Context: an optimization exercise on an open-source flow, tuned for small area and a short achievable clock period. The choices shown serve that exercise and are no tape-out recipe.
In this exercise RTL edits were held to simulation tests only and were not proved equivalent to the original.

==> flow/design.v, too long to show whole: its modules and the start of the top module <==
// module UC: 49 lines
// module MD: 3723 lines
// module j17_core: 132 lines
module j17_core (
  input         clk,
  input         rst,
  input  [31:0] instr,
  input  [17:0] sw,
  input         btn,
  output [31:0] pc,
  output [31:0] result,
  output [6:0]  display1,
  output [6:0]  display2,
  output [6:0]  display3
);
  // ...
==> flow/run.sh <==
#!/bin/bash
# synth_recipe.tcl (not shown) runs the flow's synth.tcl, then flattens the netlist and writes it again
# the make line also repeats each setting of config.mk as NAME=value (left out here)
make -C /OpenROAD-flow-scripts/flow DESIGN_CONFIG=/design/flow/config.mk WORK_HOME=/design/flow/orfs CLKGATE_MAP_FILE= SYNTH_SCRIPT=/design/flow/synth_recipe.tcl finish
==> flow/config.mk <==
export PLATFORM = sky130hd
export DESIGN_NAME = j17_core
export DESIGN_NICKNAME = j17_core
export VERILOG_FILES = /design/flow/design.v
export SDC_FILE = /design/flow/constraint.sdc
export NUM_CORES = 4
export LEC_CHECK = 0
export ABC_AREA = 1
export CAP_MARGIN = 20
export CORE_MARGIN = 2
export CORE_UTILIZATION = 40
export PLACE_DENSITY = 0.6
export SLEW_MARGIN = 20
==> flow/constraint.sdc <==
create_clock -name core_clock -period 120.0 [get_ports {clk}]
set_input_delay 24.0000 -clock core_clock [delete_from_list [all_inputs] [get_ports {clk}]]
set_output_delay 24.0000 -clock core_clock [all_outputs]
set_load 0.01 [all_outputs]
==> metrics.cfg, run 1 <==
[routing]
wl_met1_um=142200
dr.first_iter.drc_count=11750
ant_nets=0
met3WireLength_um=49650

[cts]
cts_max_path_buffers=3
cts_tree=built

[place]
placed_area_um2=86570

[cells_and_area]
finalNetCount=11520
num-multi-input-gates=7466

[setup_path]
worstSetupPathDepth=343
crit_buf_inv=59

[synth]
synth_top_cell_area_share_pct=20.36
synth_common_cells=nand2_1 (1380), inv_1 (1268), ha_1 (992), a21oi_1 (807), nor2_1 (618)
ys_types=84

[sta]
final_hold_viol_count=0
period_share_pct=81.03

[global_route]
grt-busiest-layer=met2
antenna_found_initial=19
overflow=0

[hold_path]
min_from=SP[7]

[run_status]
outcome=no timing/DRC/antenna violations

[job]
cap_viol_max_count=0

==> module j17_core, before the edit <==
module j17_core (
  input         clk,
  input         rst,
  input  [31:0] instr,
  input  [17:0] sw,
  input         btn,
  output [31:0] pc,
  output [31:0] result,
  output [6:0]  display1,
  output [6:0]  display2,
  output [6:0]  display3
);
  wire is_imm, c_add, c_sub, c_mul, c_div, c_mod, c_not, c_and, c_or, c_shl, c_shr, c_ones;
  wire w_alu, w_b, push, pop, j_a, j_cmp, j_z, j_nz, halt;
  wire [2:0] cmp_sel;
  UC uc (
    .instruction(instr), .is_imm(is_imm), .c_add(c_add), .c_sub(c_sub), .c_mul(c_mul),
    .c_div(c_div), .c_mod(c_mod), .c_not(c_not), .c_and(c_and), .c_or(c_or),
    .c_shl(c_shl), .c_shr(c_shr), .c_ones(c_ones), .w_alu(w_alu), .w_b(w_b),
    .push(push), .pop(pop), .j_a(j_a), .j_cmp(j_cmp), .j_z(j_z), .j_nz(j_nz),
    .halt(halt), .cmp_sel(cmp_sel)
  );
  wire       f   = instr[25];
  wire [2:0] ra  = instr[24:22];
  wire       f1  = instr[21];
  wire [2:0] rb  = instr[20:18];
  wire [2:0] rt  = instr[17:15];
  wire [20:0] imm = instr[20:0];
  reg [31:0] PC, RES;
  reg [31:0] R [0:7];
  reg [31:0] D0, D1, D2, D5, D6, D7, D8, D9, D10;    
  reg [9:0]  SP;                                      
  reg        LB;
  assign pc = PC;
  assign result = RES;
  assign display1 = D0[6:0];
  assign display2 = D1[6:0];
  assign display3 = D2[6:0];
  wire [31:0] bw = (!LB && !btn) ? 32'd1 : {31'd0, btn};
  function [31:0] mrd;
    input [9:0] ad;
    input [31:0] d0, d1, d2, d5, d6, d7, d8, d9, d10, p3, p4;
    begin
      case (ad)
        10'd0: mrd = d0;
        10'd1: mrd = d1;
        10'd2: mrd = d2;
        10'd3: mrd = p3;
        10'd4: mrd = p4;
        10'd5: mrd = d5;
        10'd6: mrd = d6;
        10'd7: mrd = d7;
        10'd8: mrd = d8;
        10'd9: mrd = d9;
        10'd10: mrd = d10;
        default: mrd = 32'd0;
      endcase
    end
  endfunction
  wire [31:0] sw_word = {14'd0, sw};
  wire [31:0] rA = R[ra];
  wire [31:0] rB = R[rb];
  wire [31:0] rT = R[rt];
  wire [9:0]  sp1 = SP + 10'd1;
  wire [9:0]  adB = pop ? sp1 : rB[9:0];
  wire [31:0] mA = mrd(rA[9:0], D0, D1, D2, D5, D6, D7, D8, D9, D10, sw_word, bw);
  wire [31:0] mB = mrd(adB,     D0, D1, D2, D5, D6, D7, D8, D9, D10, sw_word, bw);
  wire [31:0] A = f ? mA : rA;
  wire [31:0] B = is_imm ? {{11{imm[20]}}, imm} : (f1 ? mB : rB);
  wire        sub = !c_add;
  wire [32:0] as = {1'b0, A} + {1'b0, B ^ {32{sub}}} + {32'd0, sub};
  wire        eq = (A == B);
  wire        lt = !as[32];
  reg         cond;
  always @(*) begin
    case (cmp_sel)
      3'd0: cond = eq;
      3'd1: cond = lt;
      3'd2: cond = !lt && !eq;
      3'd3: cond = !eq;
      3'd4: cond = lt || eq;
      default: cond = !lt;
    endcase
  end
  wire az = (A == 32'd0);
  wire [31:0] md_acc, md_q;
  MD md (.div(!c_mul), .a(A), .b(B), .acc(md_acc), .q(md_q));
  wire [31:0] F_lo =
      ({32{c_add | c_sub}} & as[31:0]) |
      ({32{c_not}} & ~A) |
      ({32{c_and}} & (A & B)) |
      ({32{c_or}}  & (A | B)) |
      ({32{c_shl}} & {A[30:0], 1'b0}) |
      ({32{c_shr}} & {1'b0, A[31:1]}) |
      ({32{c_ones}}) |
      ({32{!w_alu && !c_ones}} & A);
  wire [31:0] F = c_div ? md_q : ((c_mul | c_mod) ? md_acc : F_lo);
  wire [31:0] W = pop ? mB : (w_b ? B : F);
  wire do_wr  = w_alu | w_b | pop;
  wire wr_reg = do_wr && !f;
  wire wr_ram = (do_wr && f) || push;
  wire [9:0] wad = push ? SP : rA[9:0];
  reg [31:0] J;
  always @(*) begin
    if (halt) J = 32'd0;
    else if (j_a) J = A;
    else if (j_cmp && cond) J = rT;
    else if ((j_z && az) || (j_nz && !az)) J = B;
    else J = 32'd1;
  end
  wire [31:0] wd = rst ? 32'd0 : W;
  integer k;
  always @(posedge clk) begin
    PC  <= rst ? 32'd0 : PC + J;
    RES <= rst ? 32'd0 : F;
    LB  <= rst ? 1'b0 : btn;
    if (rst) SP <= 10'd10;
    else if (push) SP <= SP - 10'd1;
    else if (pop) SP <= sp1;
    for (k = 0; k < 8; k = k + 1)
      if (rst || (wr_reg && ra == k)) R[k] <= wd;
    if (rst || (wr_ram && wad == 10'd0)) D0 <= wd;
    if (rst || (wr_ram && wad == 10'd1)) D1 <= wd;
    if (rst || (wr_ram && wad == 10'd2)) D2 <= wd;
    if (rst || (wr_ram && wad == 10'd5)) D5 <= wd;
    if (rst || (wr_ram && wad == 10'd6)) D6 <= wd;
    if (rst || (wr_ram && wad == 10'd7)) D7 <= wd;
    if (rst || (wr_ram && wad == 10'd8)) D8 <= wd;
    if (rst || (wr_ram && wad == 10'd9)) D9 <= wd;
    if (rst || (wr_ram && wad == 10'd10)) D10 <= wd;
  end
endmodule
==> inputs of run 2 (changes only) <==
--- a/flow/design.v
+++ b/flow/design.v
@@ -120,17 +120,17 @@
   assign hz2[24] = hz2[23] & ~b[7];
   assign hz2[25] = hz2[24] & ~b[6];
   assign hz2[26] = hz2[25] & ~b[5];
   assign hz2[27] = hz2[26] & ~b[4];
   assign hz2[28] = hz2[27] & ~b[3];
   assign hz2[29] = hz2[28] & ~b[2];
   assign hz2[30] = hz2[29] & ~b[1];
   assign hz2[31] = hz2[30] & ~b[0];
-  wire [33:0] b3 = {2'b00, b} + {1'b0, b, 1'b0};
+  wire [33:0] b3 = m3;   
   assign hz3[0] = ~b3[33] & ~b3[32];
   assign hz3[1] = hz3[0] & ~b3[31];
   assign hz3[2] = hz3[1] & ~b3[30];
   assign hz3[3] = hz3[2] & ~b3[29];
   assign hz3[4] = hz3[3] & ~b3[28];
   assign hz3[5] = hz3[4] & ~b3[27];
   assign hz3[6] = hz3[5] & ~b3[26];
   assign hz3[7] = hz3[6] & ~b3[25];
@@ -3836,17 +3836,17 @@
   wire [9:0]  sp1 = SP + 10'd1;
   wire [9:0]  adB = pop ? sp1 : rB[9:0];
   wire [31:0] mA = mrd(rA[9:0], D0, D1, D2, D5, D6, D7, D8, D9, D10, sw_word, bw);
   wire [31:0] mB = mrd(adB,     D0, D1, D2, D5, D6, D7, D8, D9, D10, sw_word, bw);
   wire [31:0] A = f ? mA : rA;
   wire [31:0] B = is_imm ? {{11{imm[20]}}, imm} : (f1 ? mB : rB);
   wire        sub = !c_add;
   wire [32:0] as = {1'b0, A} + {1'b0, B ^ {32{sub}}} + {32'd0, sub};
-  wire        eq = (A == B);
+  wire        eq = (as[31:0] == 32'd0);    
   wire        lt = !as[32];
   reg         cond;
   always @(*) begin
     case (cmp_sel)
       3'd0: cond = eq;
       3'd1: cond = lt;
       3'd2: cond = !lt && !eq;
       3'd3: cond = !eq;
==> flow/config.mk (replaced) <==
export PLATFORM = sky130hd
export DESIGN_NAME = j17_core
export DESIGN_NICKNAME = j17_core
export VERILOG_FILES = /design/flow/design.v
export SDC_FILE = /design/flow/constraint.sdc
export NUM_CORES = 4
export LEC_CHECK = 0
export ABC_AREA = 1
export CAP_MARGIN = 20
export CORE_MARGIN = 2
export CORE_UTILIZATION = 60
export PLACE_DENSITY = 0.72
export SLEW_MARGIN = 20
==> metrics.cfg, run 2 <==
[cts]
htree_num_levels=3
clock_sinks=619
cts_tree=built
cts_max_path_buffers=3  ; unchanged
hold_buffers=0
cts_resized=0
cts-root-buf=clkbuf_16
cts_inserted_buffers=66
clkTransAtPathRegs_ps=60
insertion_delay_ps=710
post_cts_buffers=0

[global_route]
grt_max_degree=117
antenna_found_initial=39  ; +20
grt_pass1_vias=78740
grt-busiest-layer=met2
met3_usage_pct=26.19
grt_pass1_wl_um=529000
track_usage_pct=55.42
overflow=0  ; unchanged
grt_util_met1_pct=60.88
gr-usage-met2_pct=77.41

[setup_path]
crit_slowest_cell=o21ai_0
startpoint=instr[24]
startpoint_type=primary input
required_ps=120340
cp-end-kind=register
worstSetupPathType=in -> reg
reg2reg_depth=311
worstSetupPathDepth=311  ; -9.3%
crit_buf_inv=50  ; -15%
arrival_ps=99850
critical_path.top_delay_family=compound AO/OA/AOI/OAI gates
max_stage_delay_ps=1070
path_max_fanout=28
reg2reg_from=R[7][0]
crit_top_cell=nand2_1

[synth]
synth_mux_area_share_pct=0.01292
syn_area_um2=77500
ys_ff_latch=619
synth_top_cell_area_share_pct=21.08  ; +0.72 points
synthFlopType=edfxtp_1
yosysSeqAreaShare_pct=23.02
synth_edf_count=544
synth_fa_ha_area_share_pct=28.13
ys_async_sr_fraction_pct=0
postSynthAreaPerCell_um2=8.306
yosysWarnings=2
yosysMostFrequentCell=nand2_1
syn_nets=10800
ys_types=85  ; +1.2%
yosys.area_share.simple_pct=16.02
synth.area.top_cells=edfxtp_1 (21%), fa_1 (14%), ha_1 (14%), nand2_1 (6.2%), inv_1 (5.9%)
synth_compound_gate_area_share_pct=20.86
yosysTopAreaCell=edfxtp_1
synth_top_family_by_area=adder cells
synthXorXnorAreaFrac_pct=3.797
synthCells=9330
synth_common_cells=nand2_1 (1277), inv_1 (1208), ha_1 (869), a21oi_1 (783), o21ai_0 (595)

[place]
placed_area_um2=82080  ; -5.2%
dp_worst_setup_slack_ps=23200
placed_cells=11060
numPortBuffers=137
gp_congestion=1.112
hpwl_um=263700

[die]
die_x_um=363.4
rows=131
core_um2=127800
initial_core_util_pct=60.62
die_area_um2=132100
die_h_um=363.4
ios=138

[hold_path]
hold_class=reg -> reg
min_path_cells=2
min_from=SP[9]

[cells_and_area]
final_common_cell=nand2_1
drive_gt1_share_pct=8.056
largest_register_ffs=256
design_area_um2=84520
finalNetCount=10940  ; -5.0%
largest-register=R
layout_common_cells=nand2_1 (1276), inv_1 (1200), ha_1 (869)
final_core_utilization_pct=66.11
syn2layout_area_growth_pct=9.059
final_cells=11210

[sta]
hold-worst-slack_ps=546.2
worstMarginPinSlew_ps=1312
fin_crit_ps=99500
timing.final.ws_setup_ps=20500
final_hold_viol_count=0  ; unchanged
rsz0062_at_grt=no
worst_clock_skew_ps=31.44
period_share_pct=82.92  ; +1.9 points
clock.fmax_ghz=0.01005
drv_slew=0
finalSetupViolCount=0
fin_setup_tns_ps=0
maxSlewHeadroom_pct=11.59

[routing]
first_pass_iters=14
viasPerCell=7.284
wl_um=373200
vias=81680
route.detailed.drc=0
wire_per_inst_um=33.28
dr.first_iter.drc_count=13590  ; +16%
ant_nets=0  ; unchanged

[job]
cap_viol_max_count=0  ; unchanged

[run_status]
outcome=no timing/DRC/antenna violations

[run 2: final cells by class]
type,instances,area (µm²)
Tap cell,1662,2079
Clock inverter,46,601.8
Sequential cell,619,17840
Antenna cell,31,77.57
Multi-Input combinational cell,7092,54010
Inverter,1286,4838
Fill cell,10780,43330
Timing Repair Buffer,403,3356
Clock buffer,75,1715
[run 2: kinds of logic (layout without fill, tap and decap cells)]
| group | after synthesis | after routing |
|---|---|---|
| and+or+nand+nor | 2745 | 2745 |
| AOI/OAI and AO/OA | 2595 | 2595 |
| buffers and inverters | 1619 | 1810 |
| adders and majority gates | 1415 | 1415 |
| DFF | 619 | 619 |
| xor gates and xnor gates | 336 | 336 |
| muxes | 1 | 1 |
| other | 0 | 31 |
[run 2: worst min-delay path: stages (launching register included)]
cell	delay, ps
dfxtp_1	350
nand2_1	80
a221oi_1	60
[run 2: worst paths after layout]
kind | to | slack (ps)
max | R[7][6] | 20500
min | SP[9] | 550
max reg2reg | R[7][6] | 45340
min reg2reg | SP[9] | 550
[run 2: layer usage]
layer / share of wire, % / vias up
li1: - / 33460
met1: 31 / 37670
met2: 39 / 7806
met3: 17 / 2722
met4: 12 / 22
met5: 0.13 / -

## re-timing with driven ports
How much do the figures lean on ideal ports? The routed layouts below were timed once more, with nothing changed but the port constraints.
Step 1: set_driving_cell puts a clkbuf_16 on clk and a buf_2 on each other input, an assumption about the parent block.
Step 2 times the ports against the registers' clock, not the clock port: input delays grow and output delays shrink by t, the midpoint of the rising clock arrivals with the driver on.
Three values: ideal ports, drivers, drivers and shift; two values: the first two.
run | t (ns) | setup slack, ns | worst setup path after step 2 | pins driven straight from the clock port
run 1 | 0.754 | 22.759 / 22.807 / 22.053 | input to register | 1
run 2 | 0.778 | 20.495 / 20.549 / 19.772 | input to register | 1
After both steps setup and hold are still met in every run listed. The setup slack of run 2, which loses most, moves by +0.054 ns with the drivers and by -0.723 ns with both steps.
